This design comes from an exercise in tuning for small area, a short achievable clock period and few clock cycles on the open sky130 flow, not from production work.
Where RTL was checked, it was by simulation tests only, not by an equivalence proof against the original.
No functional check of the RTL was part of runs 2 to 6.

==> design/flow/design.v <==
module LCD_CTRL(
    input clk, cmd_valid, reset,
    input [3:0] cmd,
    input [7:0] IROM_Q,
    output IRAM_valid, IROM_rd, busy, done,
    output [5:0] IROM_A,
    output [5:0] IRAM_A,
    output [7:0] IRAM_D
);
    reg [2:0] r, c;           
    reg [1:0] ri0, ri1, ci0, ci1;
    reg [1:0] pri0, pri1, pci0, pci1;   
    reg       busy_r, cv, cw, wph, done_r, rom_rd, ram_v;
    reg       rsp;            
    reg       smax, smin, savg;
    reg [9:0] ssum;           
    reg       sv;             
    reg [3:0] srow, scol;     
    reg [5:0] rom_a, ram_a, wend;
    reg [7:0] ram_d;
    reg [63:0] ld;            
    reg [7:0] b0 [0:15];      
    reg [7:0] b1 [0:15];      
    reg [7:0] b2 [0:15];      
    reg [7:0] b3 [0:15];      
    reg [7:0] x0, x1, x2, x3;  
    reg       l0, l1, l2, l3;  
    assign busy = busy_r;
    assign done = done_r;
    assign IROM_rd = rom_rd;
    assign IROM_A = rom_a;
    assign IRAM_valid = ram_v;
    assign IRAM_A = ram_a;
    assign IRAM_D = ram_d;
    wire wc = l0 & l1 & l2 & l3;              
    wire opx = cv & wc & (~savg | sv);
    wire g01 = x0 >= x1, g02 = x0 >= x2, g03 = x0 >= x3;
    wire g12 = x1 >= x2, g13 = x1 >= x3, g23 = x2 >= x3;
    wire [7:0] vmax = ({8{ g01 &  g02 &  g03}} & x0) | ({8{~g01 &  g12 &  g13}} & x1) |
                      ({8{~g02 & ~g12 &  g23}} & x2) | ({8{~g03 & ~g13 & ~g23}} & x3);
    wire [7:0] vmin = ({8{~g01 & ~g02 & ~g03}} & x0) | ({8{ g01 & ~g12 & ~g13}} & x1) |
                      ({8{ g02 &  g12 & ~g23}} & x2) | ({8{ g03 &  g13 &  g23}} & x3);
    function [8:0] add8;
        input [7:0] a, b;
        reg [7:0] g0, p0, g1, p1, g2, p2, g3;
        begin
            g0 = a & b; p0 = a ^ b;
            g1 = g0 | (p0 & {g0[6:0], 1'b0}); p1 = p0 & {p0[6:0], 1'b0};
            g2 = g1 | (p1 & {g1[5:0], 2'b0}); p2 = p1 & {p1[5:0], 2'b0};
            g3 = g2 | (p2 & {g2[3:0], 4'b0});
            add8 = {g3[7], p0 ^ {g3[6:0], 1'b0}};
        end
    endfunction
    function [9:0] add9;
        input [8:0] a, b;
        reg [8:0] g0, p0, g1, p1, g2, p2, g3, p3, g4;
        begin
            g0 = a & b; p0 = a ^ b;
            g1 = g0 | (p0 & {g0[7:0], 1'b0}); p1 = p0 & {p0[7:0], 1'b0};
            g2 = g1 | (p1 & {g1[6:0], 2'b0}); p2 = p1 & {p1[6:0], 2'b0};
            g3 = g2 | (p2 & {g2[4:0], 4'b0}); p3 = p2 & {p2[4:0], 4'b0};
            g4 = g3 | (p3 & {g3[0], 8'b0});
            add9 = {g4[8], p0 ^ {g4[7:0], 1'b0}};
        end
    endfunction
    wire [9:0] sum = add9(add8(x0, x1), add8(x2, x3));
    wire [7:0] vavg = ssum[9:2];
    wire [7:0] vsym = ({8{smax}} & vmax) | ({8{smin}} & vmin) | ({8{savg}} & vavg);
    wire [7:0] nv0 = vsym | ({8{srow[0]}} & x2) | ({8{scol[0]}} & x1);
    wire [7:0] nv1 = vsym | ({8{srow[1]}} & x3) | ({8{scol[1]}} & x0);
    wire [7:0] nv2 = vsym | ({8{srow[2]}} & x0) | ({8{scol[2]}} & x3);
    wire [7:0] nv3 = vsym | ({8{srow[3]}} & x1) | ({8{scol[3]}} & x2);
    wire [3:0] wi0 = {ri0, ci0}, wi1 = {ri0, ci1}, wi2 = {ri1, ci0}, wi3 = {ri1, ci1};
    wire [3:0] pi0 = {pri0, pci0}, pi1 = {pri0, pci1}, pi2 = {pri1, pci0}, pi3 = {pri1, pci1};
    wire chg0 = wi0 != pi0, chg1 = wi1 != pi1, chg2 = wi2 != pi2, chg3 = wi3 != pi3;
    wire land = rom_rd & ~wph;                 
    wire lb0 = land & ~rsp & ~rom_a[3] & ~rom_a[0];
    wire lb1 = land & ~rsp & ~rom_a[3] &  rom_a[0];
    wire lb2 = land & ~rsp &  rom_a[3] & ~rom_a[0];
    wire lb3 = land & ~rsp &  rom_a[3] &  rom_a[0];
    wire sh0 = land & rsp & ~rom_a[3] & ~rom_a[0];
    wire sh1 = land & rsp & ~rom_a[3] &  rom_a[0];
    wire sh2 = land & rsp &  rom_a[3] & ~rom_a[0];
    wire sh3 = land & rsp &  rom_a[3] &  rom_a[0];
    wire wstart = cw & ~wph;
    wire [7:0] wd0 = lb0 ? IROM_Q : x0;
    wire [7:0] wd1 = lb1 ? IROM_Q : x1;
    wire [7:0] wd2 = lb2 ? IROM_Q : x2;
    wire [7:0] wd3 = lb3 ? IROM_Q : x3;
    integer k;
    always @(posedge clk) begin
        for (k = 0; k < 16; k = k + 1) begin
            if (pi0 == k) b0[k] <= wd0;
            if (pi1 == k) b1[k] <= wd1;
            if (pi2 == k) b2[k] <= wd2;
            if (pi3 == k) b3[k] <= wd3;
        end
    end
    wire [5:0] a0 = {ri0, 1'b0, ci0, 1'b0};    
    wire [5:0] a1 = {ri0, 1'b0, ci1, 1'b1};
    wire [5:0] a2 = {ri1, 1'b1, ci0, 1'b0};
    wire [5:0] a3 = {ri1, 1'b1, ci1, 1'b1};
    wire [7:0] y0 = b0[wi0], y1 = b1[wi1], y2 = b2[wi2], y3 = b3[wi3];
    wire ld0 = ld[a0], ld1 = ld[a1], ld2 = ld[a2], ld3 = ld[a3];
    wire nl0 = chg0 ? (ld0 | sh0) : (l0 | lb0);
    wire nl1 = chg1 ? (ld1 | sh1) : (l1 | lb1);
    wire nl2 = chg2 ? (ld2 | sh2) : (l2 | lb2);
    wire nl3 = chg3 ? (ld3 | sh3) : (l3 | lb3);
    wire miss = ~(nl0 & nl1 & nl2 & nl3);
    wire [5:0] fa = ~nl0 ? a0 : ~nl1 ? a1 : ~nl2 ? a2 : a3;
    wire sym = smax | smin | savg;            
    wire xch = chg0 | chg1 | chg2 | chg3 | land;
    always @(posedge clk) ssum <= opx ? (sym ? {vsym, 2'b00} : ssum) : sum;
    always @(posedge clk, posedge reset) begin
        if (reset) sv <= 1'b0;
        else sv <= opx ? (sym | sv) : ~xch;
    end
    always @(posedge clk) begin
        x0 <= opx ? nv0 : chg0 ? ((sh0 & ~ld0) ? IROM_Q : y0) : lb0 ? IROM_Q : x0;
        x1 <= opx ? nv1 : chg1 ? ((sh1 & ~ld1) ? IROM_Q : y1) : lb1 ? IROM_Q : x1;
        x2 <= opx ? nv2 : chg2 ? ((sh2 & ~ld2) ? IROM_Q : y2) : lb2 ? IROM_Q : x2;
        x3 <= opx ? nv3 : chg3 ? ((sh3 & ~ld3) ? IROM_Q : y3) : lb3 ? IROM_Q : x3;
    end
    wire take = cmd_valid & ~busy_r;
    wire mu = take & (cmd == 4'd1) & (r != 3'd0);
    wire md = take & (cmd == 4'd2) & (r != 3'd6);
    wire ml = take & (cmd == 4'd3) & (c != 3'd0);
    wire mr = take & (cmd == 4'd4) & (c != 3'd6);
    wire is_op = cmd >= 4'd5;
    wire [2:0] ru = r - 3'd1, rd = r + 3'd1, cl = c - 3'd1, cr = c + 3'd1;
    wire [1:0] ru0 = ru[2:1] + {1'b0, ru[0]}, rd0 = rd[2:1] + {1'b0, rd[0]};
    wire [1:0] cl0 = cl[2:1] + {1'b0, cl[0]}, cr0 = cr[2:1] + {1'b0, cr[0]};
    wire [5:0] w = {r, c};
    wire [5:0] wfirst = wc ? w : rom_a;
    wire [5:0] wnext = (wstart ? wfirst : w) + 6'd1;
    wire [2:0] wr = wnext[5:3], wcl = wnext[2:0];
    wire       wlast = ram_v & (w == wend);     
    wire       wgo = wph & ~done_r & ~wlast;
    reg  [7:0] xs, ys;
    reg        nls;
    always @(*) begin
        case ({r[0], c[0]})
            2'b00: begin xs = x0; ys = y0; nls = ld[a0]; end
            2'b01: begin xs = x1; ys = y1; nls = ld[a1]; end
            2'b10: begin xs = x2; ys = y2; nls = ld[a2]; end
            default: begin xs = x3; ys = y3; nls = ld[a3]; end
        endcase
    end
    always @(posedge clk) begin
        ram_a <= wstart ? wfirst : w;
        ram_d <= wstart ? (wc ? xs : IROM_Q) : (nls ? ys : IROM_Q);
        if (wstart) wend <= wfirst;
    end
    wire cvn = (take & is_op) | (cv & ~opx);
    wire avgn = take ? (cmd == 4'd7) : savg;   
    wire svn = opx ? (sym | sv) : ~xch;
    wire dd = r[0] ^ c[0];                    
    always @(posedge clk, posedge reset) begin
        if (reset) begin
            r <= 3'd3; c <= 3'd3;
            ri0 <= 2'd2; ri1 <= 2'd1; ci0 <= 2'd2; ci1 <= 2'd1;
            pri0 <= 2'd2; pri1 <= 2'd1; pci0 <= 2'd2; pci1 <= 2'd1;
            busy_r <= 1'b0;
            cv <= 1'b0;
            cw <= 1'b0;
            wph <= 1'b0;
            done_r <= 1'b0;
            rom_rd <= 1'b0;
            rsp <= 1'b0;
            ram_v <= 1'b0;
            l0 <= 1'b0; l1 <= 1'b0; l2 <= 1'b0; l3 <= 1'b0;
        end else begin
            pri0 <= ri0; pri1 <= ri1; pci0 <= ci0; pci1 <= ci1;
            l0 <= nl0; l1 <= nl1; l2 <= nl2; l3 <= nl3;
            if (wph | wstart) begin
                wph <= 1'b1;
                cv <= 1'b0;
                ram_v <= wstart | wgo;
                if (wlast) done_r <= 1'b1;
                if (wstart | wgo) begin
                    r <= wr; c <= wcl;
                    ri1 <= wr[2:1]; ri0 <= wr[2:1] + {1'b0, wr[0]};
                    ci1 <= wcl[2:1]; ci0 <= wcl[2:1] + {1'b0, wcl[0]};
                end
                rom_rd <= wstart | wgo;
                rsp <= 1'b0;
            end else begin
                if (mu) begin r <= ru; ri1 <= ru[2:1]; ri0 <= ru0; end
                if (md) begin r <= rd; ri1 <= rd[2:1]; ri0 <= rd0; end
                if (ml) begin c <= cl; ci1 <= cl[2:1]; ci0 <= cl0; end
                if (mr) begin c <= cr; ci1 <= cr[2:1]; ci0 <= cr0; end
                rom_rd <= miss | mv_any;
                rsp <= mv_any;
                cv <= cvn;
                if (take & (cmd == 4'd0)) cw <= 1'b1;
                busy_r <= (take & (cmd == 4'd0)) | (cvn & (miss | (avgn & ~svn)));
            end
        end
    end
    wire mv_any = mu | md | ml | mr;
    wire [5:0] fmv = mu ? {ru, c} : md ? {r + 3'd2, c} : ml ? {r, cl} : {r, c + 3'd2};
    always @(posedge clk) rom_a <= (wph | wstart) ? wnext : mv_any ? fmv : fa;
    integer q;
    always @(posedge clk, posedge reset) begin
        if (reset) ld <= 64'd0;
        else for (q = 0; q < 64; q = q + 1) if (land && rom_a == q) ld[q] <= 1'b1;
    end
    always @(posedge clk) begin
        if (take) begin
            smax <= cmd == 4'd5;
            smin <= cmd == 4'd6;
            savg <= cmd == 4'd7;
            srow[0] <= (cmd == 4'd10) | (cmd == 4'd8 &  dd) | (cmd == 4'd9 & ~dd);
            srow[1] <= (cmd == 4'd10) | (cmd == 4'd8 & ~dd) | (cmd == 4'd9 &  dd);
            srow[2] <= (cmd == 4'd10) | (cmd == 4'd8 & ~dd) | (cmd == 4'd9 &  dd);
            srow[3] <= (cmd == 4'd10) | (cmd == 4'd8 &  dd) | (cmd == 4'd9 & ~dd);
            scol[0] <= (cmd == 4'd11) | (cmd == 4'd8 & ~dd) | (cmd == 4'd9 &  dd);
            scol[1] <= (cmd == 4'd11) | (cmd == 4'd8 &  dd) | (cmd == 4'd9 & ~dd);
            scol[2] <= (cmd == 4'd11) | (cmd == 4'd8 &  dd) | (cmd == 4'd9 & ~dd);
            scol[3] <= (cmd == 4'd11) | (cmd == 4'd8 & ~dd) | (cmd == 4'd9 &  dd);
        end
    end
endmodule
==> design/flow/flow/run.sh <==
#!/bin/bash
# The standard layout, with plain buffers on the ports and timing repair aiming for a setup
# slack of 7 ns at the 10 ns clock.
set -euo pipefail
export BUFFER_PORTS_ARGS="-buffer_cell sky130_fd_sc_hd__buf_4"
bash standard.sh SETUP_SLACK_MARGIN=7 finish > standard.log 2>&1
==> design/flow/standard.sh <==
#!/bin/bash
# synth_recipe.tcl (not shown) runs the flow's synth.tcl, then flattens the netlist and writes it again
# the make line also repeats each setting of config.mk as NAME=value (left out here)
make -C /OpenROAD-flow-scripts/flow DESIGN_CONFIG=/design/flow/config.mk WORK_HOME=/design/flow/orfs CLKGATE_MAP_FILE= SYNTH_SCRIPT=/design/flow/synth_recipe.tcl "${@:-finish}"
==> design/flow/config.mk <==
export PLATFORM = sky130hd
export DESIGN_NAME = LCD_CTRL
export DESIGN_NICKNAME = LCD_CTRL
export VERILOG_FILES = /design/flow/design.v
export SDC_FILE = /design/flow/constraint.sdc
export NUM_CORES = 8
export LEC_CHECK = 0
export ABC_AREA = 1
export CAP_MARGIN = 20
export CORE_MARGIN = 2
export CORE_UTILIZATION = 55
export SLEW_MARGIN = 20
==> design/flow/constraint.sdc <==
create_clock -name core_clock -period 10.0 [get_ports {clk}]
set_input_delay 2.0000 -clock core_clock [delete_from_list [all_inputs] [get_ports {clk}]]
set_output_delay 2.0000 -clock core_clock [all_outputs]
set_load 0.01 [all_outputs]
==> impl_metrics.csv, run 1 <==
group,metric,value,unit
yosys,syn-instance-count,3315,
cells_and_area,diodes,0,
detailed_routing,drc,0,
cells_and_area,multi_input_area,12000,sq um
worst_setup_path,worst-path-stages,1,
sta,slew_headroom,25.4,%
sta,final.setup.worst_slack,6830,ps
worst_setup_path,end_kind,"output port",
detailed_routing,vias,25800,
cells_and_area,syn_to_final_growth,16.9,%
worst_setup_path,worstRegToRegCells,17,
yosys,yosysTopAreaCellShare,49.9,%
clock_tree,clock_sinks,680,
sta,max_freq,0.315,GHz
worst_setup_path,worstPathRequired,8000,ps
detailed_routing,wire_per_inst,24.4,um
sta,finalSetupTns,0,ps
sta,min_period,3170,ps
die,core.rowCount,88,
yosys,syn-num-nets,3429,
global_routing,use_met2,53.9,%
placed_design,io_buffers,38,
worst_setup_path,worstSetupPathType,"reg2out",
cells_and_area,nNetsFinal,3586,
die,die_w,245,um
cells_and_area,layout_common_cells,"nand2_1, edfxtp_1, nor2_1",
clock_tree,cts_max_level,3,
yosys,ys_types,55,
clock_tree,clkLatencyLatePin,640,ps
clock_tree,cts-root-buf,"clkbuf_16",
worst_setup_path,cp_slowest_cell,"dfrtp_1",
sta,finalHoldViolations,0,
yosys,synth_fa_ha_area_share,3.92,%
worst_setup_path,cp-start-kind,"flop",
cells_and_area,final_layout_size_suffix_gt1_share,15.9,%
global_routing,groute.layer.met1.usage,47.8,%
placed_design,pre_cts_ws,6150,ps
yosys,synth_top_family_by_area,"simple AND/OR/NAND/NOR gates",
detailed_routing,vias_per_cell,6.01,
yosys,synth_largest_area_cell,"edfxtp_1",
sta,rsz0062_at_grt,"true",
die,die_y,245,um
worst_setup_path,path_cells,"buf_6",
yosys,synth_xor_area_share,0.711,%
global_routing,grt_start_max_net_pins,71,
global_routing,grt_use_met3,6.77,%
status,status,"finished clean",
global_routing,grt_pass1_vias,24400,
clock_tree,cts_buffers,74,
sta,hold_ws,439,ps
detailed_routing,wl,105000,um
worst_setup_path,crit_buf_inv,1,
cells_and_area,layout_commonest_cell,"nand2_1",
global_routing,grt_pass1_wl,154000,um
sta,setup_viol,0,
hold_path,hp-class,"reg2reg",
yosys,synthTopCellsByArea,"edfxtp_1, nand2_1, dfrtp_1, nor2_1, ha_1",
yosys,ys_ff_latch,680,
sta,worst_pin_slew,1120,ps
sta,fin_crit_sh,31.7,%
sta,slew_viol_final,0,
placed_design,dp_hpwl,72400,um
sta,fin_skew,43.2,ps
cells_and_area,n_fill_cell,4603,
job,maxCapViolCount,0,
worst_setup_path,cpPeakStageDelay,410,ps
yosys,syn_area_per_cell,9.66,sq um
yosys,synth_compound_area_share,7.17,%
yosys,synth_mux_area_share,0,%
yosys,yosysWarningCount,5,
worst_setup_path,cp.arrival,1170,ps
die,die-area,60200,sq um
detailed_routing,drtIter0Drc,2791,
worst_setup_path,worst-r2r-setup-slack,6880,ps
global_routing,antenna_found_initial,1,
die,core,57600,sq um
global_routing,grt_busiest_layer,"met2",
clock_tree,cts_tree,"yes",
hold_path,holdPathStages,0,
global_routing,grt.total_usage,34.7,%
yosys,syn_area,32000,sq um
detailed_routing,ant_nets,0,
cells_and_area,regArea,19600,sq um
worst_setup_path,crit_fanout,2,
global_routing,grt-ovfl-total,0,
die,io_pins,39,
worst_setup_path,path_delay_family,"flip-flops",
clock_tree,cts_buffer_depth,3,
yosys,yosysSeqAreaShare,60.7,%
die,start_util,55.6,%
detailed_routing,dr.pass1.iters,6,
yosys,yosys.area_share.simple,23.0,%
placed_design,gp_congestion,0.985,
clock_tree,path_clk_slew,60,ps
sequential cells by signal, indices dropped and copies added (netlist names), 3 cells and up:
register	cells
ssum	8
wend	6
x0	8
b0	128
b3	128
ld	64
b2	128
rom_a	6
ram_a	6
b1	128
ram_d	8
x1	8
x3	8
x2	8
c	3
synthesized netlist by cell type (all sizes together):
cell,instances
a22o,1
dfxtp,53
dfstp,10
a31o,4
inv,292
a221oi,7
a21o,9
nand3,161
nand2,1049
nand4,143
o311ai,1
fa,2
nor2,343
o21ai,156
a22oi,8
o41ai,1
o211ai,16
a31oi,8
xnor2,7
o21bai,26
o2111ai,2
and2,2
xor2,19
a211oi,1
o22ai,18
nor4,3
ha,97
clkinv,2
clkbuf,37
or2,14
o21a,2
buf,29
o221ai,2
nor3,26
edfxtp,532
a21oi,139
dfrtp,85
nand3b,8
kinds of logic (layout without fill, tap and decap cells):
group,Yosys count,count (layout)
adder cells (fa/ha/maj),99,99
AND/OR/NAND/NOR,1749,1751
AO/OA/AOI/OAI,401,401
buffers and inverters,360,576
XOR/XNOR,26,26
flip-flops,680,680
repair_timing:
item,4_1_cts,5_1_grt
setup endpoints to repair,327,477
pin swaps,9,30
hold buffers,0,0
gates resized for setup,190,145
gates cloned,0,2
setup buffers,36,51
metrics by stage:
step	cell area, sq um	cells	util, %
final	37400	4298	65.0
after global routing	37400	4298	65.0
after CTS	36500	4244	63.4
after detailed placement	33200	4071	57.6
after global placement	33100	4071	57.6
after floorplan	32100	3315	-
per-layer routing:
layer	wire length (um)	vias up	part of all wire (%)
met5	13	-	0.012
met4	4990	2	4.7
met3	10800	325	10
met2	47300	1562	45
met1	42000	12300	40
li1	-	11600	-
final timing paths:
check	start	endpoint
worst max register to register	x3[1]	ssum[9]
max in group asynchronous	reset	ci0[0]
min in group asynchronous	reset	ld[51]
worst min register to register	ri0[1]	pri0[1]
worst min-delay path	ri0[1]	pri0[1]
worst max-delay path	busy_r	busy
final cells by class:
cell class	count	area share (%)
clock buffers	88	5.28
inverters	294	3.22
well taps	765	2.56
clock inverters	49	1.57
repair buffers	145	3.21
flip-flops and latches	680	52.2
multi-input cells	2277	31.9
Testbench counts, summed over its fixed seeds: cycles 11,240.
==> run 2, diff against run 1 <==
--- a/design/flow/design.v
+++ b/design/flow/design.v
@@ -12,6 +12,7 @@
     reg [1:0] pri0, pri1, pci0, pci1;   
     reg       busy_r, cv, cw, wph, done_r, rom_rd, ram_v;
     reg       rsp;            
+    reg       idl;            
     reg       smax, smin, savg;
     reg [9:0] ssum;           
     reg       sv;             
@@ -73,7 +74,7 @@
     wire [3:0] wi0 = {ri0, ci0}, wi1 = {ri0, ci1}, wi2 = {ri1, ci0}, wi3 = {ri1, ci1};
     wire [3:0] pi0 = {pri0, pci0}, pi1 = {pri0, pci1}, pi2 = {pri1, pci0}, pi3 = {pri1, pci1};
     wire chg0 = wi0 != pi0, chg1 = wi1 != pi1, chg2 = wi2 != pi2, chg3 = wi3 != pi3;
-    wire land = rom_rd & ~wph;                 
+    wire land = rom_rd & ~wph & ~idl;          
     wire lb0 = land & ~rsp & ~rom_a[3] & ~rom_a[0];
     wire lb1 = land & ~rsp & ~rom_a[3] &  rom_a[0];
     wire lb2 = land & ~rsp &  rom_a[3] & ~rom_a[0];
@@ -82,7 +83,8 @@
     wire sh1 = land & rsp & ~rom_a[3] &  rom_a[0];
     wire sh2 = land & rsp &  rom_a[3] & ~rom_a[0];
     wire sh3 = land & rsp &  rom_a[3] &  rom_a[0];
-    wire wstart = cw & ~wph;
+    wire fast = take & (cmd == 4'd0) & idl & ~ld[0] & ~(opx & (r == 3'd0));
+    wire wstart = (cw & ~wph) | fast;
     wire [7:0] wd0 = lb0 ? IROM_Q : x0;
     wire [7:0] wd1 = lb1 ? IROM_Q : x1;
     wire [7:0] wd2 = lb2 ? IROM_Q : x2;
@@ -131,7 +133,7 @@
     wire [1:0] ru0 = ru[2:1] + {1'b0, ru[0]}, rd0 = rd[2:1] + {1'b0, rd[0]};
     wire [1:0] cl0 = cl[2:1] + {1'b0, cl[0]}, cr0 = cr[2:1] + {1'b0, cr[0]};
     wire [5:0] w = {r, c};
-    wire [5:0] wfirst = wc ? w : rom_a;
+    wire [5:0] wfirst = fast ? 6'd0 : wc ? w : rom_a;
     wire [5:0] wnext = (wstart ? wfirst : w) + 6'd1;
     wire [2:0] wr = wnext[5:3], wcl = wnext[2:0];
     wire       wlast = ram_v & (w == wend);     
@@ -148,7 +150,7 @@
     end
     always @(posedge clk) begin
         ram_a <= wstart ? wfirst : w;
-        ram_d <= wstart ? (wc ? xs : IROM_Q) : (nls ? ys : IROM_Q);
+        ram_d <= wstart ? ((wc & ~fast) ? xs : IROM_Q) : (nls ? ys : IROM_Q);
         if (wstart) wend <= wfirst;
     end
     wire cvn = (take & is_op) | (cv & ~opx);
@@ -167,6 +169,7 @@
             done_r <= 1'b0;
             rom_rd <= 1'b0;
             rsp <= 1'b0;
+            idl <= 1'b0;
             ram_v <= 1'b0;
             l0 <= 1'b0; l1 <= 1'b0; l2 <= 1'b0; l3 <= 1'b0;
         end else begin
@@ -174,6 +177,7 @@
             l0 <= nl0; l1 <= nl1; l2 <= nl2; l3 <= nl3;
             if (wph | wstart) begin
                 wph <= 1'b1;
+                busy_r <= 1'b1;
                 cv <= 1'b0;
                 ram_v <= wstart | wgo;
                 if (wlast) done_r <= 1'b1;
@@ -184,13 +188,15 @@
                 end
                 rom_rd <= wstart | wgo;
                 rsp <= 1'b0;
+                idl <= 1'b0;
             end else begin
                 if (mu) begin r <= ru; ri1 <= ru[2:1]; ri0 <= ru0; end
                 if (md) begin r <= rd; ri1 <= rd[2:1]; ri0 <= rd0; end
                 if (ml) begin c <= cl; ci1 <= cl[2:1]; ci0 <= cl0; end
                 if (mr) begin c <= cr; ci1 <= cr[2:1]; ci0 <= cr0; end
-                rom_rd <= miss | mv_any;
+                rom_rd <= 1'b1;
                 rsp <= mv_any;
+                idl <= ~miss & ~mv_any;
                 cv <= cvn;
                 if (take & (cmd == 4'd0)) cw <= 1'b1;
                 busy_r <= (take & (cmd == 4'd0)) | (cvn & (miss | (avgn & ~svn)));
@@ -199,7 +205,7 @@
     end
     wire mv_any = mu | md | ml | mr;
     wire [5:0] fmv = mu ? {ru, c} : md ? {r + 3'd2, c} : ml ? {r, cl} : {r, c + 3'd2};
-    always @(posedge clk) rom_a <= (wph | wstart) ? wnext : mv_any ? fmv : fa;
+    always @(posedge clk) rom_a <= (wph | wstart) ? wnext : mv_any ? fmv : miss ? fa : 6'd0;
     integer q;
     always @(posedge clk, posedge reset) begin
         if (reset) ld <= 64'd0;
--- a/design/flow/config.mk
+++ b/design/flow/config.mk
@@ -9,4 +9,6 @@
 export CAP_MARGIN = 20
 export CORE_MARGIN = 2
 export CORE_UTILIZATION = 55
+export CTS_CLUSTER_DIAMETER = 100
+export CTS_CLUSTER_SIZE = 24
 export SLEW_MARGIN = 20
==> impl_metrics.csv, run 2 <==
group,metric,value,unit
sta,slew_viol_final,0,
worst_setup_path,path_cells,"buf_8 -> inv_12 -> nand2_4 -> nor2_4 -> nand2_2 -> nor2_4 -> nand2_4 -> nand2_8 -> nand2_4 -> o21ai_4 -> ha_4 -> nand3_4 -> xnor2_4 -> ha_4 -> o21ai_1 -> o22ai_1",
global_routing,grt_pass1_wl,154000,um
global_routing,grt.total_usage,34.4,%
detailed_routing,drtIter0Drc,3182,
detailed_routing,wire_per_inst,24.6,um
placed_design,io_buffers,38,
yosys,synth_edf_count,532,
worst_setup_path,end_kind,"flop",
yosys,yosysSeqAreaShare,60.0,%
placed_design,gp_congestion,0.959,
global_routing,antenna_found_initial,1,
sta,worst_pin_slew,992,ps
clock_tree,clkLatencyLatePin,600,ps
worst_setup_path,r2r-end,"ram_d[7]",
yosys,synth_ff_type,"edfxtp_1",
worst_setup_path,crit_top_cell,"nand2_4",
sta,rsz0062_at_grt,"true",
status,status,"finished clean",
cells_and_area,design_area,36700,sq um
global_routing,grt_pass1_vias,24700,
sta,min_period,3290,ps
placed_design,dp_hpwl,71600,um
worst_setup_path,cp-start-kind,"input port",
sta,hold_ws,464,ps
hold_path,hp-class,"reg2reg",
cells_and_area,layout_common_cells,"nand2_1, edfxtp_1, nor2_1",
die,start_util,55.9,%
yosys,syn-instance-count,3339,
worst_setup_path,cp.arrival,3760,ps
clock_tree,cts_buffer_depth,3,
cells_and_area,layout_commonest_cell,"nand2_1",
worst_setup_path,cp_slowest_cell,"ha_4",
sta,finalHoldViolations,0,
global_routing,grt_use_met3,6.72,%
yosys,syn_area_per_cell,9.70,sq um
placed_design,pre_cts_ws,5710,ps
yosys,synth_common_cells,"nand2_1, edfxtp_1, nor2_1, inv_1, nand3_1",
cells_and_area,n_fill_cell,4777,
cells_and_area,syn_to_final_growth,13.4,%
cells_and_area,stdcell_count,4249,
die,core,57900,sq um
global_routing,use_met2,54.1,%
yosys,synthArstFlopShare,14.1,%
yosys,syn-num-nets,3454,
worst_setup_path,worst-r2r-setup-slack,6960,ps
clock_tree,path_clk_slew,90,ps
yosys,syn_area,32400,sq um
global_routing,grt_busiest_layer,"met2",
cells_and_area,diodes,0,
cells_and_area,postLayoutCoreUtil,63.4,%
worst_setup_path,worstPathRequired,10470,ps
worst_setup_path,worstSetupPathType,"in2reg",
detailed_routing,dr.pass1.iters,7,
worst_setup_path,worstRegToRegCells,12,
sta,fin_skew,31.2,ps
yosys,yosysWarningCount,5,
worst_setup_path,crit_fanout,5,
clock_tree,postCtsHoldBufs,0,
sta,finalSetupTns,0,ps
sta,max_freq,0.304,GHz
yosys,ys_ff_latch,681,
sta,setup_viol,0,
clock_tree,cts_max_level,2,
yosys,yosysTopAreaCellShare,49.3,%
detailed_routing,vias,25500,
global_routing,groute.layer.met1.usage,48.2,%
sta,slew_headroom,33.6,%
clock_tree,cts-root-buf,"clkbuf_16",
clock_tree,cts_buffers,35,
global_routing,grt_start_max_net_pins,56,
global_routing,grt-ovfl-total,0,
worst_setup_path,startpoint,"cmd[3]",
yosys,ys_types,51,
die,die_y,247,um
clock_tree,clock_sinks,681,
yosys,post-synth-top-count-cell,"nand2_1",
cells_and_area,nNetsFinal,3578,
detailed_routing,vias_per_cell,6.00,
die,die-area,60900,sq um
placed_design,dp_cells,4099,
clock_tree,cts_tree,"yes",
die,core.rowCount,88,
yosys,synthTopCellsByArea,"edfxtp_1, nand2_1, dfrtp_1, ha_1, nor2_1",
job,maxCapViolCount,0,
yosys,synth_largest_area_cell,"edfxtp_1",
worst_setup_path,cpPeakStageDelay,220,ps
detailed_routing,wl,105000,um
sta,fin_crit_sh,32.9,%
detailed_routing,ant_nets,0,
detailed_routing,drc,0,
die,io_pins,39,
placed_design,dpl_cell_area,33600,sq um
cells_and_area,final_layout_size_suffix_gt1_share,15.5,%
worst_setup_path,r2r-start,"ri0[1]",
sta,final.setup.worst_slack,6710,ps
worst_setup_path,setup.worst_path.end,"ri0[0]",
die,die_w,247,um
## run 2: timing repair
item | CTS | global route
gates cloned | 2 | 0
resized for setup | 221 | 129
buffers inserted | 40 | 50
pin swaps | 33 | 53
setup endpoints to repair | 164 | 155
## run 2: worst min path at each step
stage | from | end | slack (ps) | cells after the start
after floorplan | ri0[1] | pri0[1] | 350 | 0
after global placement | ld[16] | ld[16] | 440 | 2
after detailed placement | ld[52] | ld[52] | 440 | 2
after CTS | ld[52] | ld[52] | 470 | 2
after global routing | ld[44] | ld[44] | 480 | 2
final | ld[38] | ld[38] | 460 | 2
## run 2: kinds of logic after synthesis
group	count (synthesis)	share of synthesized area (%)
DFF	681	60.0
buffers and inverters	363	4.71
xor gates and xnor gates	29	0.784
adders and majority gates	100	3.91
and+or+nand+nor	1757	23.2
AOI/OAI and AO/OA	409	7.40
## run 2: final cells by class
type | instances | area, sq um | area share, %
Sequential cell | 681 | 19600 | 53.3
Multi-Input combinational cell | 2297 | 12600 | 34.3
Timing Repair Buffer | 157 | 1390 | 3.78
Inverter | 291 | 1200 | 3.26
Tap cell | 765 | 957 | 2.61
Clock buffer | 50 | 953 | 2.60
Clock inverter | 8 | 77.6 | 0.211
## run 2: worst max-delay path, delay by kind of cell
kind,cells,cell delay (ps)
adder cells (fa/ha/maj),2,410
XOR/XNOR,1,190
buffers and inverters,2,150
AND/OR/NAND/NOR,8,710
AO/OA/AOI/OAI,3,280
## run 2: per-layer routing
layer  vias to the layer above  wire, um
met4                         2      3620
met1                     12400     43000
met3                       216     10300
met5                         -        13
li1                      11600         -
met2                      1270     47700
==> run 3, diff against run 2 <==
--- a/design/flow/config.mk
+++ b/design/flow/config.mk
@@ -9,6 +9,6 @@
 export CAP_MARGIN = 20
 export CORE_MARGIN = 2
 export CORE_UTILIZATION = 55
-export CTS_CLUSTER_DIAMETER = 100
-export CTS_CLUSTER_SIZE = 24
+export CTS_CLUSTER_DIAMETER = 80
+export CTS_CLUSTER_SIZE = 20
 export SLEW_MARGIN = 20
==> impl_metrics.csv, run 3 <==
group,metric,value,unit
die,start_util,55.9,%
sta,max_freq,0.305,GHz
detailed_routing,vias_per_cell,6.01,
clock_tree,cts_tree,"yes",
hold_path,holdPathStages,0,
worst_setup_path,crit_fanout,5,
placed_design,dp_hpwl,71600,um
yosys,synth_ff_type,"edfxtp_1",
hold_path,hold_end,"pri0[1]",
cells_and_area,layout_common_cells,"nand2_1, edfxtp_1, nor2_1",
yosys,yosysTopAreaCellShare,49.3,%
sta,slew_viol_final,0,
worst_setup_path,r2r-end,"ram_d[4]",
clock_tree,cts_buffers,42,
status,status,"finished clean",
global_routing,grt_start_max_net_pins,56,
yosys,synth_largest_area_cell,"edfxtp_1",
cells_and_area,final_layout_size_suffix_gt1_share,15.7,%
sta,fin_crit_sh,32.8,%
cells_and_area,syn_to_final_growth,14.1,%
detailed_routing,wl,105000,um
yosys,syn-instance-count,3339,
clock_tree,postCtsHoldBufs,0,
clock_tree,cts-root-buf,"clkbuf_16",
yosys,synthArstFlopShare,14.1,%
yosys,post-synth-top-count-cell,"nand2_1",
detailed_routing,drc,0,
cells_and_area,nNetsFinal,3586,
sta,finalSetupTns,0,ps
global_routing,grt_pass1_wl,154000,um
clock_tree,path_clk_slew,80,ps
detailed_routing,dr.pass1.iters,6,
die,die_w,247,um
die,core,57900,sq um
yosys,syn_area,32400,sq um
clock_tree,cts_buffer_depth,3,
worst_setup_path,worstPathRequired,10480,ps
yosys,synth_common_cells,"nand2_1, edfxtp_1, nor2_1, inv_1, nand3_1",
cells_and_area,n_fill_cell,4737,
cells_and_area,layout_commonest_cell,"nand2_1",
die,core.rowCount,88,
worst_setup_path,end_kind,"flop",
worst_setup_path,worstRegToRegCells,11,
sta,rsz0062_at_grt,"true",
worst_setup_path,cp.arrival,3750,ps
sta,setup_viol,0,
detailed_routing,vias,25700,
hold_path,hp-class,"reg2reg",
yosys,ys_types,51,
die,die-area,60900,sq um
yosys,ys_ff_latch,681,
global_routing,grt_pass1_vias,24700,
placed_design,io_buffers,38,
job,maxCapViolCount,0,
die,die_y,247,um
clock_tree,clock_sinks,681,
sta,final.setup.worst_slack,6720,ps
sta,fin_skew,41.3,ps
yosys,synthTopCellsByArea,"edfxtp_1, nand2_1, dfrtp_1, ha_1, nor2_1",
worst_setup_path,worstSetupPathType,"in2reg",
yosys,yosysWarningCount,5,
detailed_routing,ant_nets,0,
die,io_pins,39,
sta,finalHoldViolations,0,
yosys,synth_edf_count,532,
sta,min_period,3280,ps
yosys,syn_area_per_cell,9.70,sq um
yosys,yosysSeqAreaShare,60.0,%
worst_setup_path,cp-start-kind,"input port",
sta,worst_pin_slew,995,ps
clock_tree,cts_max_level,2,
worst_setup_path,r2r-start,"ri0[0]",
clock_tree,clkLatencyLatePin,620,ps
cells_and_area,diodes,0,
global_routing,grt.total_usage,34.4,%
worst_setup_path,worst-r2r-setup-slack,6940,ps
global_routing,antenna_found_initial,0,
hold_path,hold_path.startpoint,"ri0[1]",
yosys,syn-num-nets,3454,
detailed_routing,wire_per_inst,24.5,um
detailed_routing,drtIter0Drc,3121,
sta,slew_headroom,33.4,%
placed_design,pre_cts_ws,5710,ps
placed_design,gp_congestion,0.959,
global_routing,grt-ovfl-total,0,
==> run 3: cell counts after synthesis <==
Identical to the previous run, type by type.
==> run 3: timing repair <==
action                                  CTS  global route
resized for setup                       223           128
cloned                                    2             1
pin swaps                                32            48
hold endpoints to repair                  0             0
endpoints found under the setup margin  156           155
setup buffers                            40            50
==> run 3: how the worst max path moves through the flow <==
stage                       from  endpoint  cells past startpoint
after floorplan           cmd[2]    ri0[0]                     15
after global placement    cmd[2]    ri0[1]                     19
after detailed placement  cmd[1]    ri0[0]                     14
after CTS                 cmd[3]    ri0[0]                     16
after global routing      cmd[3]    ri0[0]                     17
final                     cmd[3]    ri0[0]                     16
==> run 3: per-layer routing <==
metal	up-vias	global-route usage [%]	routed length, um
met3	244	6.41	10200
met1	12400	48.3	42900
met5	-	0	0
li1	11600	-	-
met2	1334	53.8	47500
met4	0	12.1	4050
==> run 3: area by class of cell <==
type / instances / area (sq um) / area share (%)
inverters: 291 / 1200 / 3.25
repair buffers: 157 / 1390 / 3.76
well taps: 765 / 957 / 2.59
clock inverters: 9 / 109 / 0.294
flip-flops and latches: 681 / 19600 / 52.9
multi-input cells: 2298 / 12600 / 34.1
clock buffers: 68 / 1150 / 3.11
==> run 3: logic make-up (layout without fill, tap and decap cells) <==
family	after synthesis	in the layout	synth area share [%]
buffers and inverters	363	525	4.71
xor gates and xnor gates	29	29	0.784
adders and majority gates	100	100	3.91
DFF	681	681	60.0
and+or+nand+nor	1757	1760	23.2
AOI/OAI and AO/OA	409	409	7.40
==> run 3: worst max-delay path: stages <==
cell	delay [ps]
buf_8	110
inv_12	40
nand2_4	50
nor2_4	110
nand2_4	70
nor2_4	120
nand2_4	110
nand2_8	90
nand2_4	60
o21ai_4	100
ha_4	200
nand3_4	90
xnor2_4	190
ha_4	220
o21ai_1	110
o22ai_1	70
==> run 3: metrics by stage <==
| step | util [%] | area [sq um] | instances | hold WS [ps] |
|---|---|---|---|---|
| 6_report | 63.8 | 37000 | 4269 | 454 |
| 5_1_grt | 63.8 | 37000 | 4269 | 460 |
| 4_1_cts | 62.1 | 36000 | 4218 | 447 |
| 3_5_place_dp | 58.1 | 33600 | 4099 | 444 |
| 3_3_place_gp | 58.0 | 33600 | 4097 | 435 |
| 2_1_floorplan | - | 32600 | 3339 | 352 |
==> run 4, diff against run 3 <==
--- a/design/flow/config.mk
+++ b/design/flow/config.mk
@@ -9,6 +9,4 @@
 export CAP_MARGIN = 20
 export CORE_MARGIN = 2
 export CORE_UTILIZATION = 55
-export CTS_CLUSTER_DIAMETER = 80
-export CTS_CLUSTER_SIZE = 20
 export SLEW_MARGIN = 20
==> impl_metrics.csv, run 4 <==
group,metric,value,unit
global_routing,grt_start_max_net_pins,56,
yosys,syn-num-nets,3454,
die,die_y,247,um
clock_tree,cts_buffer_depth,3,
worst_setup_path,worstRegToRegCells,12,
detailed_routing,drtIter0Drc,3038,
detailed_routing,wl,105000,um
die,core.rowCount,88,
sta,setup_viol,0,
yosys,syn-instance-count,3339,
detailed_routing,wire_per_inst,24.4,um
clock_tree,cts_tree,"yes",
sta,slew_headroom,34.4,%
clock_tree,cts-root-buf,"clkbuf_16",
yosys,synth_common_cells,"nand2_1, edfxtp_1, nor2_1, inv_1, nand3_1",
sta,finalSetupTns,0,ps
die,io_pins,39,
detailed_routing,drc,0,
clock_tree,postCtsHoldBufs,0,
worst_setup_path,worst-r2r-setup-slack,6910,ps
sta,max_freq,0.303,GHz
placed_design,dpl_cell_area,33600,sq um
sta,min_period,3300,ps
clock_tree,cts_max_level,3,
worst_setup_path,cp.arrival,3810,ps
yosys,syn_area,32400,sq um
sta,worst_pin_slew,980,ps
sta,rsz0062_at_grt,"true",
yosys,yosysTopAreaCellShare,49.3,%
sta,finalHoldViolations,0,
clock_tree,path_clk_slew,60,ps
placed_design,dp_hpwl,71600,um
cells_and_area,stdcell_count,4314,
yosys,ys_types,51,
detailed_routing,vias_per_cell,5.99,
global_routing,grt_pass1_vias,25200,
global_routing,grt-ovfl-total,0,
yosys,synthTopCellsByArea,"edfxtp_1, nand2_1, dfrtp_1, ha_1, nor2_1",
die,start_util,55.9,%
detailed_routing,vias,25800,
cells_and_area,nNetsFinal,3606,
placed_design,gp_congestion,0.959,
cells_and_area,diodes,0,
cells_and_area,final_layout_size_suffix_gt1_share,16.5,%
detailed_routing,dr.pass1.iters,6,
status,status,"finished clean",
cells_and_area,design_area,37800,sq um
sta,slew_viol_final,0,
placed_design,io_buffers,38,
yosys,synth_ff_type,"edfxtp_1",
global_routing,antenna_found_initial,0,
yosys,yosysWarningCount,5,
worst_setup_path,end_kind,"flop",
cells_and_area,syn_to_final_growth,16.8,%
sta,hold_ws,456,ps
worst_setup_path,crit_fanout,5,
die,core,57900,sq um
job,maxCapViolCount,0,
cells_and_area,n_fill_cell,4624,
worst_setup_path,r2r-end,"ram_d[7]",
cells_and_area,layout_common_cells,"nand2_1, edfxtp_1, nor2_1",
yosys,post-synth-top-count-cell,"nand2_1",
yosys,synth_largest_area_cell,"edfxtp_1",
yosys,syn_area_per_cell,9.70,sq um
global_routing,grt_pass1_wl,156000,um
yosys,synth_edf_count,532,
sta,fin_skew,26.3,ps
placed_design,dp_cells,4099,
die,die-area,60900,sq um
hold_path,hp-class,"reg2reg",
sta,fin_crit_sh,33.0,%
detailed_routing,ant_nets,0,
worst_setup_path,worstSetupPathType,"in2reg",
hold_path,hold_path.startpoint,"ld[62]",
worst_setup_path,r2r-start,"ri0[1]",
worst_setup_path,cp-start-kind,"input port",
clock_tree,clock_sinks,681,
global_routing,grt.total_usage,34.9,%
yosys,ys_ff_latch,681,
worst_setup_path,worstPathRequired,10510,ps
cells_and_area,layout_commonest_cell,"nand2_1",
hold_path,hold_end,"ld[62]",
yosys,synthArstFlopShare,14.1,%
yosys,yosysSeqAreaShare,60.0,%
die,die_w,247,um
clock_tree,cts_buffers,72,
hold_path,holdPathStages,2,
clock_tree,clkLatencyLatePin,640,ps
-- run 4: cell counts after synthesis --
No cell type changed its count.
-- run 4: layout make-up --
class,instances,area [sq um],area share (%)
multi-input combinational,2297,12500,33.2
sequential,681,19600,51.7
inverter,291,1210,3.20
tap,765,957,2.53
clock inverter,37,324,0.856
clock buffer,95,1910,5.04
timing repair buffer,148,1320,3.50
-- run 4: through the flow --
step | utilization [%] | setup WS (ps)
final | 65.3 | 6700
after global routing | 65.3 | 6640
after CTS | 63.8 | 6740
after global placement | 58.0 | 5740
after floorplan | - | 6170
after detailed placement | 58.1 | 5710
-- run 4: worst max path at each step --
stage | start | endpoint | slack (ps) | cells after the start
6_report | cmd[3] | ci0[0] | 6700 | 17
5_1_grt | cmd[3] | ri0[0] | 6640 | 18
4_1_cts | cmd[3] | ri0[1] | 6740 | 19
3_5_place_dp | cmd[1] | ri0[0] | 5710 | 14
3_3_place_gp | cmd[2] | ri0[1] | 5740 | 19
2_1_floorplan | cmd[2] | ri0[0] | 6170 | 15
-- run 4: cell families after synthesis --
family                   Yosys count  synth area share (%)
buffers and inverters            363                  4.71
flip-flops                       681                  60.0
adder cells (fa/ha/maj)          100                  3.91
AND/OR/NAND/NOR                 1757                  23.2
AO/OA/AOI/OAI                    409                  7.40
XOR/XNOR                          29                 0.784
-- run 4: critical path, cell delays in order --
cell,delay (ps)
buf_8,110
inv_12,40
nand2_4,50
nor2_4,110
nand2_4,70
nor2_4,120
nand2_4,120
clkinv_4,70
nor2_4,40
nand2_4,60
o21ai_4,80
buf_4,170
inv_2,70
ha_4,190
or2_4,260
o211ai_1,170
o21ai_1,80
-- run 4: repair_timing --
| action | in CTS | in global routing |
|---|---|---|
| setup endpoints to repair | 164 | 153 |
| pin swaps | 32 | 33 |
| setup buffers | 38 | 42 |
| cloned | 2 | 1 |
| resized for setup | 221 | 126 |
-- run 4: per-layer routing --
metal	part of all wire, %	up-vias	track usage [%]
met4	3.8	0	12.5
met5	0	-	0
met2	45	1329	54.5
met3	10	252	7.62
met1	41	12500	48.2
li1	-	11700	-
==> run 5, diff against run 4 <==
--- a/design/flow/design.v
+++ b/design/flow/design.v
@@ -84,7 +84,8 @@
     wire sh2 = land & rsp &  rom_a[3] & ~rom_a[0];
     wire sh3 = land & rsp &  rom_a[3] &  rom_a[0];
     wire fast = take & (cmd == 4'd0) & idl & ~ld[0] & ~(opx & (r == 3'd0));
-    wire wstart = (cw & ~wph) | fast;
+    wire ws = cw & ~wph;                      
+    wire wstart = ws | fast;
     wire [7:0] wd0 = lb0 ? IROM_Q : x0;
     wire [7:0] wd1 = lb1 ? IROM_Q : x1;
     wire [7:0] wd2 = lb2 ? IROM_Q : x2;
@@ -133,9 +134,10 @@
     wire [1:0] ru0 = ru[2:1] + {1'b0, ru[0]}, rd0 = rd[2:1] + {1'b0, rd[0]};
     wire [1:0] cl0 = cl[2:1] + {1'b0, cl[0]}, cr0 = cr[2:1] + {1'b0, cr[0]};
     wire [5:0] w = {r, c};
-    wire [5:0] wfirst = fast ? 6'd0 : wc ? w : rom_a;
-    wire [5:0] wnext = (wstart ? wfirst : w) + 6'd1;
+    wire [5:0] wfirst = wc ? w : rom_a;
+    wire [5:0] wnext = (ws ? wfirst : w) + 6'd1;
     wire [2:0] wr = wnext[5:3], wcl = wnext[2:0];
+    wire [1:0] wri0 = wr[2:1] + {1'b0, wr[0]}, wci0 = wcl[2:1] + {1'b0, wcl[0]};
     wire       wlast = ram_v & (w == wend);     
     wire       wgo = wph & ~done_r & ~wlast;
     reg  [7:0] xs, ys;
@@ -149,9 +151,9 @@
         endcase
     end
     always @(posedge clk) begin
-        ram_a <= wstart ? wfirst : w;
-        ram_d <= wstart ? ((wc & ~fast) ? xs : IROM_Q) : (nls ? ys : IROM_Q);
-        if (wstart) wend <= wfirst;
+        ram_a <= fast ? 6'd0 : ws ? wfirst : w;
+        ram_d <= fast ? IROM_Q : ws ? (wc ? xs : IROM_Q) : (nls ? ys : IROM_Q);
+        if (wstart) wend <= fast ? 6'd0 : wfirst;
     end
     wire cvn = (take & is_op) | (cv & ~opx);
     wire avgn = take ? (cmd == 4'd7) : savg;   
@@ -181,10 +183,13 @@
                 cv <= 1'b0;
                 ram_v <= wstart | wgo;
                 if (wlast) done_r <= 1'b1;
-                if (wstart | wgo) begin
+                if (fast) begin                   
+                    r <= 3'd0; c <= 3'd1;
+                    ri1 <= 2'd0; ri0 <= 2'd0; ci1 <= 2'd0; ci0 <= 2'd1;
+                end else if (ws | wgo) begin
                     r <= wr; c <= wcl;
-                    ri1 <= wr[2:1]; ri0 <= wr[2:1] + {1'b0, wr[0]};
-                    ci1 <= wcl[2:1]; ci0 <= wcl[2:1] + {1'b0, wcl[0]};
+                    ri1 <= wr[2:1]; ri0 <= wri0;
+                    ci1 <= wcl[2:1]; ci0 <= wci0;
                 end
                 rom_rd <= wstart | wgo;
                 rsp <= 1'b0;
@@ -205,7 +210,8 @@
     end
     wire mv_any = mu | md | ml | mr;
     wire [5:0] fmv = mu ? {ru, c} : md ? {r + 3'd2, c} : ml ? {r, cl} : {r, c + 3'd2};
-    always @(posedge clk) rom_a <= (wph | wstart) ? wnext : mv_any ? fmv : miss ? fa : 6'd0;
+    always @(posedge clk)
+        rom_a <= (wph | ws) ? wnext : fast ? 6'd1 : mv_any ? fmv : miss ? fa : 6'd0;
     integer q;
     always @(posedge clk, posedge reset) begin
         if (reset) ld <= 64'd0;
==> impl_metrics.csv, run 5 <==
group,metric,value,unit
worst_setup_path,worstSetupPathType,"reg2out",
detailed_routing,drc,0,
worst_setup_path,cpPeakStageDelay,440,ps
yosys,yosysWarningCount,5,
detailed_routing,dr.pass1.iters,6,
yosys,synth_largest_area_cell,"edfxtp_1",
global_routing,grt_start_max_net_pins,72,
placed_design,dp_hpwl,76300,um
cells_and_area,syn_to_final_growth,15.3,%
global_routing,grt.total_usage,36.1,%
worst_setup_path,end_kind,"output port",
worst_setup_path,cp_slowest_cell,"dfrtp_1",
yosys,syn-num-nets,3808,
status,status,"finished clean",
worst_setup_path,crit_fanout,2,
sta,max_freq,0.312,GHz
clock_tree,clkLatencyLatePin,630,ps
die,core,61500,sq um
sta,finalHoldViolations,0,
detailed_routing,vias_per_cell,6.00,
yosys,syn-instance-count,3694,
die,start_util,55.3,%
worst_setup_path,cp-start-kind,"flop",
global_routing,grt-ovfl-total,0,
yosys,post-synth-top-count-cell,"nand2_1",
cells_and_area,final_layout_size_suffix_gt1_share,15.0,%
global_routing,antenna_found_initial,2,
global_routing,grt_pass1_vias,26600,
yosys,syn_area,34000,sq um
cells_and_area,nNetsFinal,3934,
die,io_pins,39,
cells_and_area,layout_commonest_cell,"nand2_1",
worst_setup_path,path_cells,"buf_6",
sta,slew_headroom,26.9,%
yosys,synthArstFlopShare,14.1,%
sta,fin_skew,34.6,ps
global_routing,grt_pass1_wl,170000,um
detailed_routing,ant_nets,0,
yosys,yosysTopAreaCellShare,46.9,%
yosys,synth_edf_count,532,
clock_tree,cts_buffers,73,
sta,min_period,3200,ps
clock_tree,clock_sinks,681,
sta,rsz0062_at_grt,"true",
clock_tree,cts_buffer_depth,3,
die,die_y,253,um
sta,setup_viol,0,
sta,hold_ws,454,ps
yosys,synthTopCellsByArea,"edfxtp_1, nand2_1, dfrtp_1, nand3_1, nor2_1",
clock_tree,path_clk_slew,60,ps
clock_tree,cts_max_level,3,
cells_and_area,layout_common_cells,"nand2_1, edfxtp_1, nor2_1",
placed_design,io_buffers,38,
sta,finalSetupTns,0,ps
yosys,ys_types,64,
worst_setup_path,cp.arrival,1200,ps
worst_setup_path,path_delay_family,"flip-flops",
detailed_routing,vias,28000,
placed_design,gp_congestion,0.987,
clock_tree,cts-root-buf,"clkbuf_16",
clock_tree,cts_tree,"yes",
job,maxCapViolCount,0,
yosys,syn_area_per_cell,9.21,sq um
sta,slew_viol_final,0,
sta,fin_crit_sh,32.0,%
hold_path,hp-class,"reg2reg",
die,core.rowCount,91,
detailed_routing,drtIter0Drc,3474,
worst_setup_path,worstPathRequired,8000,ps
yosys,synth_common_cells,"nand2_1, edfxtp_1, nor2_1, inv_1, nand3_1",
detailed_routing,wl,116000,um
sta,worst_pin_slew,1090,ps
yosys,yosysSeqAreaShare,57.2,%
die,die_w,253,um
yosys,ys_ff_latch,681,
detailed_routing,wire_per_inst,24.7,um
yosys,synth_ff_type,"edfxtp_1",
die,die-area,63900,sq um
worst_setup_path,crit_buf_inv,1,
[run 5: routing by layer]
| metal | vias up | global-route usage [%] | share of wire [%] |
|---|---|---|---|
| li1 | 12700 | - | - |
| met1 | 13500 | 48.1 | 40 |
| met2 | 1429 | 57.0 | 46 |
| met3 | 326 | 7.35 | 9.4 |
| met4 | 2 | 16.8 | 4.6 |
| met5 | - | 0 | 0.0087 |
[run 5: cells by family (layout without fill, tap and decap cells)]
| logic type | after synthesis | count (layout) | share of synthesized area [%] |
|---|---|---|---|
| flops | 681 | 681 | 57.2 |
| fa+ha+maj | 99 | 99 | 3.68 |
| buf+inv | 558 | 736 | 6.85 |
| xor+xnor | 28 | 28 | 0.721 |
| compound gates | 427 | 427 | 7.29 |
| simple gates | 1901 | 1908 | 24.3 |
| other cells | 0 | 1 | 0 |
[run 5: worst paths after layout]
| check | start | slack, ps | cells past startpoint | endpoint |
|---|---|---|---|---|
| worst max-delay path | busy_r | 6800 | 1 | busy |
| worst min-delay path | ld[61] | 450 | 2 | ld[61] |
| worst max register to register | x3[2] | 6920 | 19 | ssum[8] |
| worst min register to register | ld[61] | 450 | 2 | ld[61] |
| max in group asynchronous | reset | 7440 | 3 | ri1[1] |
| min in group asynchronous | reset | 1430 | 2 | ld[17] |
[run 5: per-stage QoR]
step | util (%) | setup WS (ps) | area, sq um | std cells
finish | 63.8 | 6800 | 39200 | 4670
global route | 63.8 | 6760 | 39200 | 4669
CTS | 62.6 | 6780 | 38500 | 4621
detailed placement | 56.9 | 6060 | 35000 | 4430
global placement | 56.9 | 6110 | 35000 | 4430
floorplan | - | 6620 | 34100 | 3694
[run 5: area by class of cell]
| type | count | area (sq um) |
|---|---|---|
| tap | 790 | 988 |
| sequential | 681 | 19600 |
| timing repair inverter | 2 | 13.8 |
| multi-input combinational | 2462 | 13000 |
| timing repair buffer | 179 | 1600 |
| inverter | 421 | 1680 |
| antenna | 1 | 2.50 |
| clock inverter | 43 | 428 |
| clock buffer | 91 | 1920 |
| fill | 5184 | 22300 |
[run 5: repair_timing]
item / in CTS / in global routing
gates cloned: 6 / 3
gates resized for setup: 197 / 123
endpoints found under the setup margin: 123 / 110
hold buffers: 0 / 0
pin swaps: 21 / 36
buffers inserted: 51 / 43
==> run 6, diff against run 5 <==
--- a/design/flow/config.mk
+++ b/design/flow/config.mk
@@ -5,7 +5,7 @@
 export SDC_FILE = /design/flow/constraint.sdc
 export NUM_CORES = 8
 export LEC_CHECK = 0
-export ABC_AREA = 1
+export ABC_AREA = 0
 export CAP_MARGIN = 20
 export CORE_MARGIN = 2
 export CORE_UTILIZATION = 55
==> impl_metrics.csv, run 6 <==
group,metric,value,unit
detailed_routing,wire_per_inst,31.5,um
cells_and_area,final_layout_size_suffix_gt1_share,27.1,%
die,core.rowCount,89,
cells_and_area,regArea,19600,sq um
detailed_routing,vias,24700,
die,io_pins,39,
worst_setup_path,worst-r2r-setup-slack,6810,ps
status,status,"finished clean",
yosys,ys_types,118,
global_routing,grt_pass1_vias,23100,
global_routing,antenna_found_initial,1,
detailed_routing,vias_per_cell,6.92,
yosys,syn-num-nets,2695,
yosys,yosysTopAreaCellShare,49.1,%
clock_tree,clock_sinks,681,
hold_path,hp-class,"reg2reg",
yosys,ys_ff_latch,681,
yosys,yosysWarningCount,5,
placed_design,dp_hpwl,69700,um
sta,finalHoldViolations,0,
cells_and_area,nNetsFinal,2848,
die,die_y,247,um
cells_and_area,stdcell_count,3564,
placed_design,io_buffers,38,
worst_setup_path,crit_fanout,6,
die,die_w,247,um
worst_setup_path,cp.arrival,3680,ps
detailed_routing,dr.pass1.iters,7,
sta,slew_viol_final,0,
global_routing,grt_pass1_wl,160000,um
placed_design,pre_cts_ws,5910,ps
yosys,syn-instance-count,2581,
worst_setup_path,cp-start-kind,"flop",
placed_design,gp_congestion,0.988,
yosys,post-synth-top-count-cell,"edfxtp_1",
sta,finalSetupTns,0,ps
sta,min_period,3190,ps
hold_path,holdPathStages,1,
die,start_util,55.4,%
clock_tree,cts_max_level,3,
worst_setup_path,worstPathRequired,10490,ps
yosys,synth_largest_area_cell,"edfxtp_1",
cells_and_area,multi_input_area,13600,sq um
global_routing,grt_start_max_net_pins,72,
yosys,synth_ff_type,"edfxtp_1",
sta,setup_viol,0,
cells_and_area,n_fill_cell,4316,
clock_tree,cts_buffers,71,
yosys,synth_edf_count,532,
clock_tree,postCtsHoldBufs,0,
clock_tree,cts_buffer_depth,3,
sta,fin_crit_sh,31.9,%
yosys,yosysSeqAreaShare,59.8,%
detailed_routing,drc,0,
yosys,synth_common_cells,"edfxtp_1, nand2_1, nor2_1, a21oi_1, a22oi_1",
sta,rsz0062_at_grt,"true",
clock_tree,path_clk_slew,60,ps
cells_and_area,layout_common_cells,"edfxtp_1, buf_4, nand2_1",
sta,slew_headroom,22.5,%
clock_tree,clkLatencyLatePin,650,ps
detailed_routing,drtIter0Drc,3486,
global_routing,grt.total_usage,36.0,%
yosys,syn_area,32600,sq um
global_routing,grt-ovfl-total,0,
detailed_routing,ant_nets,0,
placed_design,dp_cells,3257,
die,die-area,61100,sq um
yosys,synthTopCellsByArea,"edfxtp_1, dfrtp_1, ha_1, dfxtp_1, a22oi_1",
clock_tree,cts-root-buf,"clkbuf_16",
cells_and_area,syn_to_final_growth,21.2,%
worst_setup_path,worstSetupPathType,"reg2reg",
worst_setup_path,worstRegToRegCells,10,
sta,max_freq,0.313,GHz
sta,worst_pin_slew,1160,ps
die,core,58800,sq um
yosys,synthArstFlopShare,14.1,%
job,maxCapViolCount,0,
sta,fin_skew,44.4,ps
sta,hold_ws,451,ps
detailed_routing,wl,112000,um
clock_tree,cts_tree,"yes",
cells_and_area,layout_commonest_cell,"edfxtp_1",
worst_setup_path,end_kind,"flop",
yosys,syn_area_per_cell,12.6,sq um
sta,final.setup.worst_slack,6810,ps
run 6: per-layer routing:
layer	routed length [um]	global-route usage (%)	vias to the layer above	part of all wire (%)
met3	12100	7.76	328	11
met2	50300	54.4	1617	45
met1	44500	50.6	12300	40
met4	5530	15.3	0	4.9
li1	-	-	10500	-
met5	0	0	-	0
run 6: stage by stage:
step	cell area, sq um	utilization, %
after CTS	37700	64.2
after global placement	33400	56.8
after floorplan	32700	-
after global routing	39500	67.1
final	39500	67.1
after detailed placement	33400	56.8
run 6: what timing repair did:
item,CTS,global route
pin swaps,57,88
gates resized for setup,284,190
setup endpoints to repair,118,138
gates cloned,13,9
buffers inserted,81,73
run 6: worst max-delay path, stage by stage, from the launching register on:
cell	delay, ps
dfstp_2	580
clkinvlp_4	200
ha_4	270
buf_16	160
a222oi_1	350
a221oi_1	150
a21oi_2	250
o211ai_1	250
a222oi_1	430
a211oi_1	130
a221o_1	270
run 6: path summary, 6_finish.rpt:
| check | from | endpoint |
|---|---|---|
| max in group asynchronous | reset | l3 |
| min in group asynchronous | reset | ld[47] |
| worst min register to register | ld[33] | ld[33] |
| worst max register to register | c[1] | ram_d[5] |
| worst max-delay path | c[1] | ram_d[5] |
| worst min-delay path | ld[33] | ld[33] |
run 6: cell type report:
| type | count | area share [%] |
|---|---|---|
| multi-input cells | 1652 | 34.4 |
| clock inverters | 40 | 0.919 |
| clock buffers | 89 | 4.75 |
| diodes | 1 | 0.00634 |
| inverters | 73 | 0.802 |
| flip-flops and latches | 681 | 49.7 |
| repair buffers | 255 | 6.90 |
| well taps | 773 | 2.45 |
run 6: cells by family (layout without fill, tap and decap cells):
family / count (synthesis) / in the layout / synth area share [%]
AO/OA/AOI/OAI: 771 / 775 / 17.8
XOR/XNOR: 52 / 52 / 1.45
adder cells (fa/ha/maj): 99 / 99 / 3.85
buffers and inverters: 252 / 457 / 3.44
flip-flops: 681 / 681 / 59.8
multiplexers: 96 / 96 / 3.49
other: 0 / 1 / 0
AND/OR/NAND/NOR: 630 / 630 / 10.2

static timing again, ports no longer ideal:
In the flow no input, the clock included, has a driving cell. The finished layouts below were timed again as built, in two steps. Step 1: set_driving_cell puts a clkbuf_16 on clk and a buf_2 on each other input, an assumption about the parent block. Step 2 moves the port delays by t, midway between the first and last clock arrival at a register: inputs arrive t later, outputs are due t later. That takes back most of the time a late clock gives input paths. a / b / c = ideal ports / drivers / drivers and shift; a / b = the first two.
run	shift t [ns]	setup slack, ns	slew at the worst register clock pin (ns)	worst slew at a driven data input, ns
run 1	0.689	6.830 / 6.765 / 6.334	0.07 / 0.07	0.13
run 2	0.647	6.706 / 6.730 / 6.083	0.11 / 0.11	0.09
run 3	0.666	6.722 / 6.747 / 6.081	0.09 / 0.09	0.09
run 4	0.689	6.698 / 6.722 / 6.033	0.06 / 0.06	0.10
run 5	0.682	6.796 / 6.731 / 6.422	0.07 / 0.07	0.10
run 6	0.690	6.809 / 6.764 / 6.237	0.07 / 0.07	0.05
After both steps every run listed still meets setup and hold. The setup slack of run 4, which loses most, moves by +0.024 ns with the drivers and by -0.665 ns with both steps.
